Context: an optimization exercise on an open-source flow, tuned for small area. The choices shown serve that exercise and are no tape-out recipe. In this exercise RTL edits were held to simulation tests only and were not proved equivalent to the original.

## ResonantLowPassFilter
module ResonantLowPassFilter(
    input clk,
    input signed [15:0] audio_in,
    input signed [15:0] cutoff,
    input signed [15:0] resonance,
    input signed [15:0] gain,
    input reset_n,
    output reg signed [15:0] filtered_audio
);
    reg signed [15:0] state, nfeedback, sum_reg;    
    reg signed [15:0] alpha, beta;
    wire [16:0] sx = {state, 1'b0};
    wire [7:0] neg, one, two, nz;
    genvar i;
    generate for (i = 0; i < 8; i = i + 1) begin : enc
        assign neg[i] = sx[2*i+2];
        assign one[i] = sx[2*i+1] ^ sx[2*i];
        assign two[i] = (sx[2*i+2] & ~sx[2*i+1] & ~sx[2*i]) | (~sx[2*i+2] & sx[2*i+1] & sx[2*i]);
        assign nz[i]  = one[i] | two[i];
    end endgenerate
    wire s_min = state[15] & ~|state[14:0];
    wire ca = s_min & alpha[15] & ~|alpha[14:0];
    wire cb = s_min & beta[15] & ~|beta[14:0];
    wire ppbeta_1;
    assign ppbeta_1 = (one[0] & beta[0]) ^ neg[0];
    wire ppbeta_2;
    assign ppbeta_2 = ((one[0] & beta[1]) | (two[0] & beta[0])) ^ neg[0];
    wire ppbeta_3;
    assign ppbeta_3 = ((one[0] & beta[2]) | (two[0] & beta[1])) ^ neg[0];
    wire ppbeta_4;
    assign ppbeta_4 = ((one[0] & beta[3]) | (two[0] & beta[2])) ^ neg[0];
    wire ppbeta_5;
    assign ppbeta_5 = ((one[0] & beta[4]) | (two[0] & beta[3])) ^ neg[0];
    wire ppbeta_6;
    assign ppbeta_6 = ((one[0] & beta[5]) | (two[0] & beta[4])) ^ neg[0];
    wire ppbeta_7;
    assign ppbeta_7 = ((one[0] & beta[6]) | (two[0] & beta[5])) ^ neg[0];
    wire ppbeta_8;
    assign ppbeta_8 = ((one[0] & beta[7]) | (two[0] & beta[6])) ^ neg[0];
    wire ppbeta_9;
    assign ppbeta_9 = ((one[0] & beta[8]) | (two[0] & beta[7])) ^ neg[0];
    wire ppbeta_10;
    assign ppbeta_10 = ((one[0] & beta[9]) | (two[0] & beta[8])) ^ neg[0];
    wire ppbeta_11;
    assign ppbeta_11 = ((one[0] & beta[10]) | (two[0] & beta[9])) ^ neg[0];
    wire ppbeta_12;
  ...
==> flow/config.mk <==
export PLATFORM = sky130hd
export DESIGN_NAME = ResonantLowPassFilter
export DESIGN_NICKNAME = ResonantLowPassFilter
export VERILOG_FILES = /design/flow/design.v
export SDC_FILE = /design/flow/constraint.sdc
export NUM_CORES = 4
export LEC_CHECK = 0
export ABC_AREA = 1
export CAP_MARGIN = 20
export CORE_MARGIN = 2
export CORE_UTILIZATION = 60
export GPL_TIMING_DRIVEN = 0
export SLEW_MARGIN = 20
export SYNTH_HIERARCHICAL = 1
==> flow/constraint.sdc <==
create_clock -name core_clock -period 7.0 [get_ports {clk}]
set_input_delay 1.4000 -clock core_clock [delete_from_list [all_inputs] [get_ports {clk}]]
set_output_delay 1.4000 -clock core_clock [all_outputs]
set_load 0.01 [all_outputs]
standard.sh (not shown) runs the stock make flow with config.mk's settings and CLKGATE_MAP_FILE= SYNTH_SCRIPT=/design/flow/synth_recipe.tcl, a recipe that flattens the netlist after the stock synthesis.
==> flow/flow/run.sh <==
#!/bin/bash
# The standard layout, with the smallest buffer on the ports and a clock
# tree without dummy loads.
set -euo pipefail
bash standard.sh \
  "BUFFER_PORTS_ARGS=-buffer_cell sky130_fd_sc_hd__buf_1" \
  "CTS_ARGS=-sink_clustering_enable -repair_clock_nets -dont_use_dummy_load -buf_list {sky130_fd_sc_hd__clkbuf_4 sky130_fd_sc_hd__clkbuf_8}" \
  finish > standard_flow.log 2>&1
Rerun with:
==> flow/flow/run.sh (replaced) <==
#!/bin/bash
# The standard layout, with the smallest buffer on the ports and power (size) recovery after global routing.
set -euo pipefail
bash standard.sh "BUFFER_PORTS_ARGS=-buffer_cell sky130_fd_sc_hd__buf_1" RECOVER_POWER=100 finish > standard_flow.log 2>&1
Settings changed: CORE_UTILIZATION 60 to 75, CTS_BUF_LIST set to sky130_fd_sc_hd__clkbuf_4 sky130_fd_sc_hd__clkbuf_8, GPL_TIMING_DRIVEN 0 to unset.
The new run reached the layout checks and failed them: max-capacitance violations, max-slew violations.
Worst hold slack is better by 0.0038 ns.
Critical path depth shrinks by 5.
Count of clock-buffer cells in the layout rose by 1.
Routed wire length decreases by 8.4%.
Rerun with:
==> flow/flow/run.sh (replaced) <==
#!/bin/bash
# The standard layout, with the smallest buffer on the ports.
set -euo pipefail
bash standard.sh "BUFFER_PORTS_ARGS=-buffer_cell sky130_fd_sc_hd__buf_1" finish > standard_flow.log 2>&1
Settings changed: CORE_UTILIZATION 75 to 60.
Outcome: This time the run completed with no timing, DRC or antenna violations; register-to-register slack stays flat; global-route usage falls by 7.6 points; design area grows by 1.2%.
Rerun with:
==> flow/flow/run.sh (replaced) <==
#!/bin/bash
# The standard layout, with the smallest buffer on the ports and power (size) recovery after global routing.
set -euo pipefail
bash standard.sh "BUFFER_PORTS_ARGS=-buffer_cell sky130_fd_sc_hd__buf_1" RECOVER_POWER=100 finish > standard_flow.log 2>&1
After rerunning: Now the flow finished with max-capacitance violations, max-slew violations left; non-clock buffer count stays the same; register-to-register slack loses 0.02 ns; worst setup slack gets worse by 0.025 ns; wire length is about the same; die area is unchanged; sequential share of layout area hardly moves; final area drops slightly; first-iteration DRC count falls by a little under a tenth.

port drivers added, routing unchanged:
How much do the figures lean on ideal ports? The routed layouts below were timed once more, with nothing changed but the port constraints.
Step 1: set_driving_cell puts a clkbuf_16 on clk and a buf_2 on each other input, an assumption about the parent block.
Step 2 times the ports against the registers' clock, not the clock port: input delays grow and output delays shrink by t, the midpoint of the rising clock arrivals with the driver on.
Slacks: no drivers / after step 1 / after step 2; pairs: no drivers / after step 1.
run | t, ns | setup WS [ns] | hold slack, ns
the first run | 0.428 | 0.400 / 0.400 / 0.400 | 0.352 / 0.352 / 0.352
the second run | 0.434 | 0.520 / 0.520 / 0.409 | 0.356 / 0.356 / 0.356
the third run | 0.434 | 0.530 / 0.530 / 0.530 | 0.359 / 0.359 / 0.359
the fourth run | 0.434 | 0.506 / 0.506 / 0.506 | 0.357 / 0.357 / 0.357
For the second run, which loses most, drivers alone change the setup slack by 0.000 ns; drivers and shift together by -0.111 ns.
